From an optimization exercise on the open Yosys and OpenROAD flow, aimed at small area and a short achievable clock period; shortcuts taken in it are not production practice.
RTL that was checked went through simulation tests only; none was proved equivalent to the original.

==> run P <==
Design RvTop, start of the top module:
module RvTop(
  input         clock,
  input         reset,
  output        imem_valid,
  output [31:0] imem_addr,
  input  [31:0] imem_rdata,
  output        dmem_valid,
  output [31:0] dmem_addr,
  output [31:0] dmem_wdata,
  output [3:0]  dmem_wmask,
  output        dmem_we,
  input  [31:0] dmem_rdata,
  output        rvfi_valid,
  output [31:0] rvfi_insn,
  output [31:0] rvfi_pc,
  output [31:0] rvfi_mem_addr,
  output [3:0]  rvfi_mem_wmask,
  output [31:0] rvfi_mem_wdata
);
  localparam [6:0] OP_R = 7'h33, OP_I = 7'h13, OP_L = 7'h03, OP_S = 7'h23,
                   OP_B = 7'h63, OP_JAL = 7'h6f, OP_JALR = 7'h67,
                   OP_LUI = 7'h37, OP_AUIPC = 7'h17;
  reg [31:0] pc;
  reg [31:0] d_ins, d_pc;
  reg [31:0] e_ins, e_pc, e_r1, e_r2, e_bb;
  reg [31:0] m_ins, m_pc, m_alu, m_rd2;
  reg [31:0] w_ins, w_pc, w_alu, w_wd;
  reg [3:0]  w_mask;
  reg [1:0]  ld_off;
  reg [2:0]  ld_f3;
  reg [1:0]  hs;
  wire [6:0] d_op = d_ins[6:0];
  wire [6:0] e_op = e_ins[6:0];
  wire [6:0] m_op = m_ins[6:0];
  wire [6:0] w_op = w_ins[6:0];
  function automatic rw_of(input [6:0] op);
    rw_of = op == OP_R || op == OP_I || op == OP_L || op == OP_JAL ||
            op == OP_JALR || op == OP_LUI || op == OP_AUIPC;
  endfunction
  reg d_jal, d_jalr, d_br, d_ld;
  reg e_br, e_ld, e_st, e_rw, ei_u, ei_s, ei_i;
  reg m_ld, m_st, m_rw;
  reg w_ld, w_rw;
  ...
==> flow/config.mk <==
export PLATFORM = sky130hd
export DESIGN_NAME = RvTop
export DESIGN_NICKNAME = RvTop
export VERILOG_FILES = /design/flow/design.v
export SDC_FILE = /design/flow/constraint.sdc
export NUM_CORES = 4
export LEC_CHECK = 0
export CAP_MARGIN = 20
export CORE_MARGIN = 2
export CORE_UTILIZATION = 50
export CTS_BUF_LIST = sky130_fd_sc_hd__clkbuf_8
export PLACE_DENSITY = 0.6
export SLEW_MARGIN = 20
export SYNTH_HIERARCHICAL = 1
export SYNTH_MINIMUM_KEEP_SIZE = 0
==> flow/constraint.sdc <==
create_clock -name core_clock -period 10.0 [get_ports {clock}]
set_input_delay 2.0000 -clock core_clock [delete_from_list [all_inputs] [get_ports {clock}]]
set_output_delay 2.0000 -clock core_clock [all_outputs]
set_load 0.01 [all_outputs]
standard.sh (not shown) runs the stock make flow with config.mk's settings and CLKGATE_MAP_FILE= SYNTH_SCRIPT=/design/flow/synth_recipe.tcl, a recipe that flattens the netlist after the stock synthesis.
==> flow/flow/run.sh <==
#!/bin/bash
set -euo pipefail
bash standard.sh SETUP_SLACK_MARGIN=6.0 \
  "BUFFER_PORTS_ARGS=-buffer_cell sky130_fd_sc_hd__buf_2" finish > make_finish.log 2>&1
==> run H: changes against run P <==
==> flow/design.v (replaced) <==
module AOI222(input a1, input b1, input a2, input b2, input a3, input b3, output y);
  assign y = ~((a1 & b1) | (a2 & b2) | (a3 & b3));
endmodule
module RdBit(input [31:1] sel, input [31:1] d, output y);
  wire [10:0] t;
  genvar g;
  generate for (g = 0; g < 10; g = g + 1) begin : grp
    AOI222 u (.a1(sel[3*g+1]), .b1(d[3*g+1]), .a2(sel[3*g+2]), .b2(d[3*g+2]),
              .a3(sel[3*g+3]), .b3(d[3*g+3]), .y(t[g]));
  end endgenerate
  assign t[10] = ~(sel[31] & d[31]);
  assign y = ~(&t);
endmodule
module WMux(input we, input nwe, input d, input q, output y);
  assign y = (we & d) | (nwe & q);
endmodule
module RvTop(
  input         clock,
  input         reset,
  output        imem_valid,
  output [31:0] imem_addr,
  input  [31:0] imem_rdata,
  output        dmem_valid,
  output [31:0] dmem_addr,
  output [31:0] dmem_wdata,
  output [3:0]  dmem_wmask,
  output        dmem_we,
  input  [31:0] dmem_rdata,
  output        rvfi_valid,
  output [31:0] rvfi_insn,
  output [31:0] rvfi_pc,
  output [31:0] rvfi_mem_addr,
  output [3:0]  rvfi_mem_wmask,
  output [31:0] rvfi_mem_wdata
);
  localparam [6:0] OP_R = 7'h33, OP_I = 7'h13, OP_L = 7'h03, OP_S = 7'h23,
                   OP_B = 7'h63, OP_JAL = 7'h6f, OP_JALR = 7'h67,
                   OP_LUI = 7'h37, OP_AUIPC = 7'h17;
  reg [31:0] pc;
  reg [31:0] d_ins, d_pc;
  reg [31:0] e_ins, e_pc, e_a, e_b, e_r2;
  reg [31:0] m_ins, m_pc, m_alu, m_rd2;
  reg [31:0] w_ins, w_pc, w_alu, w_wd;
  reg [3:0]  w_mask;
  reg [1:0]  ld_off;
  reg [2:0]  ld_f3;
  reg [1:0]  hs;
  wire [6:0] d_op = d_ins[6:0];
  wire [6:0] e_op = e_ins[6:0];
  wire [6:0] m_op = m_ins[6:0];
  wire [6:0] w_op = w_ins[6:0];
  function automatic rw_of(input [6:0] op);
    rw_of = op == OP_R || op == OP_I || op == OP_L || op == OP_JAL ||
            op == OP_JALR || op == OP_LUI || op == OP_AUIPC;
  endfunction
  reg d_jal, d_jalr, d_br, d_ld;
  reg e_br, e_ld, e_st, e_rw;
  reg m_ld, m_st, m_rw;
  reg w_ld, w_rw;
  wire [4:0] m_rd = m_ins[11:7];
  wire [4:0] w_rd = w_ins[11:7];
  reg        dv, m_acc;
  reg [3:0]  m_lanes;
  reg        m_l0_b1, m_l0_b2, m_l1_b0, m_l1_b2, m_l1_b3, m_l2_b0, m_l2_b1,
             m_l2_b3, m_l3_b0, m_l3_b1;
  assign dmem_valid = dv;
  assign dmem_addr  = m_acc ? m_alu : w_alu;
  assign dmem_we    = m_st;
  wire [1:0] off_sw = m_acc ? m_alu[1:0] : (w_ld ? w_alu[1:0] : 2'b00);
  wire [2:0] m_f3   = m_ins[14:12];
  wire [7:0] b0 = m_rd2[7:0], b1 = m_rd2[15:8], b2 = m_rd2[23:16], b3 = m_rd2[31:24];
  wire l0_b0 = ~m_l0_b1 & ~m_l0_b2;
  wire l1_b1 = ~m_l1_b0 & ~m_l1_b2 & ~m_l1_b3;
  wire l2_b2 = ~m_l2_b0 & ~m_l2_b1 & ~m_l2_b3;
  wire l3_b3 = ~m_l3_b0 & ~m_l3_b1;
  assign dmem_wdata[7:0]   = ({8{l0_b0}} & b0) | ({8{m_l0_b1}} & b1) | ({8{m_l0_b2}} & b2);
  assign dmem_wdata[15:8]  = ({8{m_l1_b0}} & b0) | ({8{l1_b1}} & b1) | ({8{m_l1_b2}} & b2) |
                             ({8{m_l1_b3}} & b3);
  assign dmem_wdata[23:16] = ({8{m_l2_b0}} & b0) | ({8{m_l2_b1}} & b1) | ({8{l2_b2}} & b2) |
                             ({8{m_l2_b3}} & b3);
  assign dmem_wdata[31:24] = ({8{m_l3_b0}} & b0) | ({8{m_l3_b1}} & b1) | ({8{l3_b3}} & b3);
  assign dmem_wmask = m_lanes;
  wire [3:0] m_mask = m_st ? m_lanes : 4'h0;
  wire [31:0] rdata = dmem_valid ? dmem_rdata : 32'h0;
  wire [7:0]  lb = ld_off == 2'd0 ? rdata[7:0] : ld_off == 2'd1 ? rdata[15:8] :
                   ld_off == 2'd2 ? rdata[23:16] : rdata[31:24];
  wire [15:0] lh = ld_off == 2'd0 ? rdata[15:0] : ld_off == 2'd1 ? rdata[23:8] :
                   rdata[31:16];
  wire ld_w = ld_f3 == 3'd2;
  wire ld_b = ld_f3 == 3'd0 || ld_f3 == 3'd4;
  wire ld_sx = ld_b ? ld_f3 == 3'd0 : ld_f3 != 3'd5;
  wire [31:0] rd_fmt = ld_w ? rdata :
                       ld_b ? {{24{ld_sx & lb[7]}}, lb} : {{16{ld_sx & lh[15]}}, lh};
  wire rsp_valid = hs == 2'd2;
  wire [31:0] wb_data = w_ld ? rd_fmt : w_alu;
  wire [31:0] wen_dec = 32'b1 << w_rd;
  wire [31:1] rf_wen  = w_rw ? wen_dec[31:1] : 31'h0;
  wire [4:0] d_rs1 = d_ins[19:15];
  wire [4:0] d_rs2 = d_ins[24:20];
  reg [1023:32] rf;
  reg [31:1]    rf_vld;
  wire [31:0] dec1 = 32'b1 << d_rs1;
  wire [31:0] dec2 = 32'b1 << d_rs2;
  wire [31:1] sel1 = dec1[31:1] & rf_vld;
  wire [31:1] sel2 = dec2[31:1] & rf_vld;
  wire [31:0] rf1, rf2;
  genvar gb, gk;
  generate for (gb = 0; gb < 32; gb = gb + 1) begin : rdb
    wire [31:1] col;
    for (gk = 1; gk < 32; gk = gk + 1) begin : c
      assign col[gk] = rf[gk*32 + gb];
    end
    RdBit p1 (.sel(sel1), .d(col), .y(rf1[gb]));
    RdBit p2 (.sel(sel2), .d(col), .y(rf2[gb]));
  end endgenerate
  wire [1023:32] rf_d;
  generate for (gk = 1; gk < 32; gk = gk + 1) begin : wr
    wire nwe = ~rf_wen[gk];
    for (gb = 0; gb < 32; gb = gb + 1) begin : b
      WMux m (.we(rf_wen[gk]), .nwe(nwe), .d(wb_data[gb]), .q(rf[gk*32 + gb]),
              .y(rf_d[gk*32 + gb]));
    end
  end endgenerate
  always @(posedge clock) begin
    rf <= rf_d;
    if (reset) rf_vld <= 31'h0;
    else rf_vld <= rf_vld | rf_wen;
  end
  wire [4:0] e_rd  = e_ins[11:7];
  wire n_fa1 = e_rw & (e_rd != 5'd0) & (e_rd == d_rs1);
  wire n_fa2 = ~n_fa1 & m_rw & (m_rd != 5'd0) & (m_rd == d_rs1);
  wire n_fb1 = e_rw & (e_rd != 5'd0) & (e_rd == d_rs2);
  wire n_fb2 = ~n_fb1 & m_rw & (m_rd != 5'd0) & (m_rd == d_rs2);
  wire hit1 = w_rw & (w_rd == d_rs1);
  wire hit2 = w_rw & (w_rd == d_rs2);
  wire d_auipc = d_op == OP_AUIPC;
  wire d_lui   = d_op == OP_LUI;
  wire d_s     = d_op == OP_S;
  wire d_opb   = d_op == OP_I || d_s || d_op == OP_L || d_jalr || d_lui || d_auipc;
  wire [31:0] d_imm = (d_lui | d_auipc) ? {d_ins[31:12], 12'h0} :
                      d_s ? {{20{d_ins[31]}}, d_ins[31:25], d_ins[11:7]} :
                      {{20{d_ins[31]}}, d_ins[31:20]};
  wire [31:0] bra = d_rs1 == 5'd2 ? m_alu : (d_rs1 == 5'd3 || d_rs1 == 5'd5) ? wb_data :
                    d_rs1 == 5'd4 ? rd_fmt : rf1;
  wire [31:0] brb = d_rs2 == 5'd2 ? m_alu : (d_rs2 == 5'd3 || d_rs2 == 5'd5) ? wb_data :
                    d_rs2 == 5'd4 ? rd_fmt : rf2;
  wire [31:0] rd2_n = n_fb2 ? m_alu : hit2 ? wb_data : rf2;
  wire [31:0] ea_n = d_br ? bra :
                     d_auipc ? d_pc :
                     (d_lui || d_rs1 == 5'd0) ? 32'h0 :
                     n_fa2 ? m_alu :
                     hit1 ? w_alu : rf1;
  wire [31:0] eb_n = d_br ? brb : d_opb ? d_imm : rd2_n;
  wire [31:0] d_jimm = {{12{d_ins[31]}}, d_ins[19:12], d_ins[20], d_ins[30:21], 1'b0};
  wire [31:0] d_iimm = {{20{d_ins[31]}}, d_ins[31:20]};
  wire stall = d_jal | d_jalr | d_br | d_ld | e_br | e_ld;
  reg iv;
  assign imem_valid = iv;
  assign imem_addr  = {8'h0, pc[25:2]};
  wire [2:0] d_f3 = d_ins[14:12];
  wire d_f7  = d_ins[30];
  wire d_R   = d_op == OP_R;
  wire d_I   = d_op == OP_I;
  wire d_J   = d_jal | d_jalr;
  wire d_other = ~d_R & ~d_I & ~d_J & ~d_br;
  wire d_base  = d_I | (d_R & ~d_f7);
  wire n_add = (d_base & d_f3 == 3'd0) | d_other;
  wire n_sub = d_R & d_f7 & d_f3 == 3'd0;
  wire n_sll = d_base & d_f3 == 3'd1;
  wire n_lt  = d_base & (d_f3 == 3'd2 || d_f3 == 3'd3);
  wire n_xor = d_base & d_f3 == 3'd4;
  wire n_srl = (d_I | d_R) & d_f3 == 3'd5;
  wire n_or  = d_base & d_f3 == 3'd6;
  wire n_and = d_base & d_f3 == 3'd7;
  reg s1_m, s2_m, fb_m;
  reg c_sum, c_usub, c_sll, c_srl, c_lt, c_xor, c_or, c_and, c_pass;
  wire [31:0] op1 = s1_m ? m_alu : e_a;
  wire [31:0] op2 = s2_m ? m_alu : e_b;
  wire [31:0] fwd_b = fb_m ? m_alu : e_r2;
  wire [32:0] addsub = {1'b0, op1} + {1'b0, op2 ^ {32{c_usub}}} + {32'h0, c_usub};
  wire [31:0] xr = op1 ^ op2;
  wire lt = ~addsub[32];
  reg [31:0] op1_rev, shr_rev;
  integer i;
  always @* for (i = 0; i < 32; i = i + 1) op1_rev[i] = op1[31 - i];
  wire [31:0] sh_in  = c_sll ? op1_rev : op1;
  wire [31:0] shr    = sh_in >> op2[4:0];
  always @* for (i = 0; i < 32; i = i + 1) shr_rev[i] = shr[31 - i];
  wire [31:0] aluout =
      ({32{c_sum}} & addsub[31:0]) |
      ({32{c_sll}} & shr_rev) |
      ({32{c_srl}} & shr) |
      ({32{c_lt}}  & {31'h0, lt}) |
      ({32{c_xor}} & xr) |
      ({32{c_or}}  & (op1 | op2)) |
      ({32{c_and}} & (op1 & op2)) |
      ({32{c_pass}} & op1);
  wire [2:0] e_f3 = e_ins[14:12];
  wire b_eq  = ~|xr;
  wire b_ltu = lt;
  wire b_lt  = lt ^ op1[31] ^ op2[31];
  reg  b_take;
  always @* begin
    case (e_f3)
      3'd0: b_take = b_eq;
      3'd1: b_take = ~b_eq;
      3'd4: b_take = b_lt;
      3'd5: b_take = ~b_lt;
      3'd6: b_take = b_ltu;
      3'd7: b_take = ~b_ltu;
      default: b_take = 1'b0;
    endcase
  end
  wire taken = e_br & b_take;
  wire [1:0] st_off = op1[1:0] + e_b[1:0];
  wire st_b = e_f3 == 3'd0;
  wire st_h = e_f3 == 3'd1;
  reg  [3:0] st_lanes;
  always @* begin
    if (st_b) st_lanes = 4'b0001 << st_off;
    else if (st_h) st_lanes = st_off == 2'd0 ? 4'h3 : st_off == 2'd1 ? 4'h6 : 4'hc;
    else st_lanes = 4'hf;
  end
  wire [6:0] if_op = imem_rdata[6:0];
  wire n_dj   = ~stall & (if_op == OP_JAL);
  wire n_djr  = ~stall & (if_op == OP_JALR);
  wire n_db   = ~stall & (if_op == OP_B);
  wire n_dl   = ~stall & (if_op == OP_L);
  wire n_stall = n_dj | n_djr | n_db | n_dl | d_br | d_ld;
  wire [31:0] tgt = (e_br ? e_pc : d_pc) +
                    (e_br ? {{20{e_ins[31]}}, e_ins[7], e_ins[30:25], e_ins[11:8], 1'b0} : d_jimm);
  wire [31:0] pc_seq = d_jal ? tgt :
                       d_jalr ? d_iimm :
                       (d_br | d_ld | e_br | e_ld) ? pc : pc + 32'd4;
  wire [31:0] pc_n = taken ? tgt : pc_seq;
  reg e_nz, m_nz, w_nz;    
  assign rvfi_valid     = w_nz;
  assign rvfi_insn      = w_ins;
  assign rvfi_pc        = w_pc;
  assign rvfi_mem_addr  = w_alu;
  assign rvfi_mem_wmask = w_mask;
  assign rvfi_mem_wdata = w_wd;
  always @(posedge clock) begin
    if (reset) begin
      pc    <= 32'hfffffffc;
      d_ins <= 32'h0;
      m_alu <= 32'h0;
      {e_nz, m_nz} <= 2'b00;
      {d_jal, d_jalr, d_br, d_ld} <= 4'b0000;
      {e_br, e_ld, e_st, e_rw} <= 4'b0000;
      {m_ld, m_st, m_rw, w_ld, w_rw} <= 5'b00000;
      {iv, dv, m_acc, w_nz} <= 4'b1000;
      {s1_m, s2_m, fb_m} <= 3'b000;
      {c_sum, c_usub, c_sll, c_srl, c_lt, c_xor, c_or, c_and, c_pass} <= 9'b000000000;
      m_lanes <= 4'hf;
      {m_l0_b1, m_l0_b2, m_l1_b0, m_l1_b2, m_l1_b3, m_l2_b0, m_l2_b1, m_l2_b3,
       m_l3_b0, m_l3_b1} <= 10'h0;
    end else begin
      pc    <= pc_n;
      d_ins <= stall ? 32'h0 : imem_rdata;
      m_alu <= aluout;
      e_nz  <= d_ins != 32'h0;
      m_nz  <= e_nz;
      d_jal  <= n_dj;
      d_jalr <= n_djr;
      d_br   <= n_db;
      d_ld   <= n_dl;
      e_br <= d_br;
      e_ld <= d_ld;
      e_st <= d_s;
      e_rw <= rw_of(d_op);
      m_ld <= e_ld;
      m_st <= e_st;
      m_rw <= e_rw;
      w_ld <= m_ld;
      w_rw <= m_rw;
      iv     <= ~n_stall;
      dv     <= e_ld | e_st | m_ld;
      m_acc  <= e_ld | e_st;
      w_nz   <= m_nz;
      s1_m  <= d_br ? d_rs1 == 5'd1 : n_fa1 & ~d_lui & ~d_auipc;
      s2_m  <= d_br ? d_rs2 == 5'd1 : n_fb1 & ~d_opb;
      fb_m  <= n_fb1;
      c_sum <= n_add | n_sub;
      c_usub <= n_sub | n_lt | d_br;
      c_sll <= n_sll;
      c_srl <= n_srl;
      c_lt  <= n_lt;
      c_xor <= n_xor;
      c_or  <= n_or;
      c_and <= n_and;
      c_pass <= d_J;
      m_lanes <= st_lanes;
      m_l0_b1 <= st_b & st_off != 2'd0;
      m_l0_b2 <= st_h & st_off != 2'd0;
      m_l1_b0 <= (st_b | st_h) & st_off == 2'd1;
      m_l1_b2 <= st_b & st_off[1];
      m_l1_b3 <= st_h & st_off[1];
      m_l2_b0 <= (st_b & st_off == 2'd2) | (st_h & st_off[1]);
      m_l2_b1 <= st_h & st_off == 2'd1;
      m_l2_b3 <= st_b & st_off == 2'd3;
      m_l3_b0 <= st_b & st_off == 2'd3;
      m_l3_b1 <= st_h & st_off[1];
    end
    e_ins  <= d_ins;
    e_a    <= ea_n;
    e_b    <= eb_n;
    e_r2   <= rd2_n;
    m_ins  <= e_ins;
    w_ins  <= m_ins;
    d_pc   <= pc;
    e_pc   <= d_pc;
    m_pc   <= e_pc;
    m_rd2  <= fwd_b;
    w_pc   <= m_pc;
    w_alu  <= m_alu;
    w_wd   <= m_rd2;
    w_mask <= m_mask;
  end
  always @(posedge clock) begin
    if (reset) begin
      ld_off <= 2'h0;
      ld_f3  <= 3'h0;
      hs     <= 2'h0;
    end else begin
      if (~rsp_valid) begin
        ld_off <= off_sw;
        ld_f3  <= m_f3;
      end
      if (hs == 2'd0 || hs == 2'd2) hs <= 2'd1;
      else if (hs == 2'd1 && dmem_valid) hs <= 2'd2;
    end
  end
endmodule
==> flow/flow/run.sh (replaced) <==
#!/bin/bash
set -euo pipefail
bash standard.sh SETUP_SLACK_MARGIN=6.5 \
  "BUFFER_PORTS_ARGS=-buffer_cell sky130_fd_sc_hd__buf_2" finish > make_finish.log 2>&1
==> run C: changes against run P <==
--- a/flow/design.v
+++ b/flow/design.v
@@ -8,15 +8,12 @@
     AOI222 u (.a1(sel[3*g+1]), .b1(d[3*g+1]), .a2(sel[3*g+2]), .b2(d[3*g+2]),
               .a3(sel[3*g+3]), .b3(d[3*g+3]), .y(t[g]));
   end endgenerate
   assign t[10] = ~(sel[31] & d[31]);
   assign y = ~(&t);
 endmodule
-module WMux(input we, input nwe, input d, input q, output y);
-  assign y = (we & d) | (nwe & q);
-endmodule
 module RvTop(
   input         clock,
   input         reset,
   output        imem_valid,
   output [31:0] imem_addr,
   input  [31:0] imem_rdata,
@@ -110,22 +107,16 @@
     for (gk = 1; gk < 32; gk = gk + 1) begin : c
       assign col[gk] = rf[gk*32 + gb];
     end
     RdBit p1 (.sel(sel1), .d(col), .y(rfa[gb]));
     RdBit p2 (.sel(sel2), .d(col), .y(rfb[gb]));
   end endgenerate
-  wire [1023:32] rf_d;
-  generate for (gk = 1; gk < 32; gk = gk + 1) begin : wr
-    wire nwe = ~rf_wen[gk];
-    for (gb = 0; gb < 32; gb = gb + 1) begin : b
-      WMux m (.we(rf_wen[gk]), .nwe(nwe), .d(wb_data[gb]), .q(rf[gk*32 + gb]),
-              .y(rf_d[gk*32 + gb]));
-    end
-  end endgenerate
+  integer k;
   always @(posedge clock) begin
-    rf <= rf_d;
+    for (k = 1; k < 32; k = k + 1)
+      if (rf_wen[k]) rf[k*32 +: 32] <= wb_data;
     if (reset) rf_vld <= 31'h0;
     else rf_vld <= rf_vld | rf_wen;
   end
   wire [31:0] rf1 = rfa;
   wire [31:0] rf2 = rfb;
   wire hit1 = w_rw & (w_rd == d_rs1);
==> flow/flow/run.sh (replaced) <==
#!/bin/bash
set -euo pipefail
bash standard.sh SETUP_SLACK_MARGIN=6.5 \
  "BUFFER_PORTS_ARGS=-buffer_cell sky130_fd_sc_hd__buf_2" finish > make_finish.log 2>&1
==> notes.md <==
* Vias in the first global route at 68700
* CP Class: reg -> out
* Tmin final at 4.30 ns
* WL final at 391000 microns
* Worst setup startpoint: m_acc
* Status: no timing/DRC/antenna violations
* Worst R2R End: pc[22]
* Netlist cell types at 108
* Postcts setup bufs at 233
* FP Rows at 136
Source of the figures above: run H

==> notes.md <==
* Vias in the first global route at 64900
* Worst setup startpoint: m_alu[7]
* Tmin final at 4.51 ns
* Status: no timing/DRC/antenna violations
* CP Class: reg -> reg
* Postcts setup bufs at 90
* Netlist cell types at 101
* Fmax at 222 MHz
* WL final at 360000 microns
* FP Rows at 137
Source of the figures above: run P

==> notes.md <==
* Status: no timing/DRC/antenna violations
* Postcts setup bufs at 245
* Vias in the first global route at 59800
* Cts repair resizes at 827
* Tmin final at 4.21 ns
* FP Rows at 138
* Met2 usage in global routing at 0.625
* Netlist cell types at 104
* CP Class: reg -> out
* Worst setup startpoint: m_acc
* WL final at 372000 microns
Source of the figures above: run C

The RTL of run P and run H was laid out without a check of its function.

## afterwards: timing with drivers on the ports
The results above use ideal ports. As a check the final layouts listed here were re-extracted and re-timed, cells and wires unchanged. Step 1: set_driving_cell puts a clkbuf_16 on clock and a buf_2 on each other input, an assumption about the parent block. Step 2, shift: input delay + t, output delay - t, t = (earliest + latest rising clock arrival at the registers) / 2. This alone moves slack from input paths to output paths. a / b / c = no drivers / after step 1 / after step 2; a / b = the first two.
run	t, ns	setup slack, ns	latest minus earliest clock arrival (ns)
run P	1.080	5.486 / 5.486 / 4.995	0.083 / 0.082
run H	1.104	5.701 / 5.616 / 5.324	0.073 / 0.074
run C	1.079	5.790 / 5.703 / 5.183	0.125 / 0.125
After both steps setup and hold are still met in every run listed. The setup slack of run C, which loses most, moves by -0.087 ns with the drivers and by -0.607 ns with both steps.
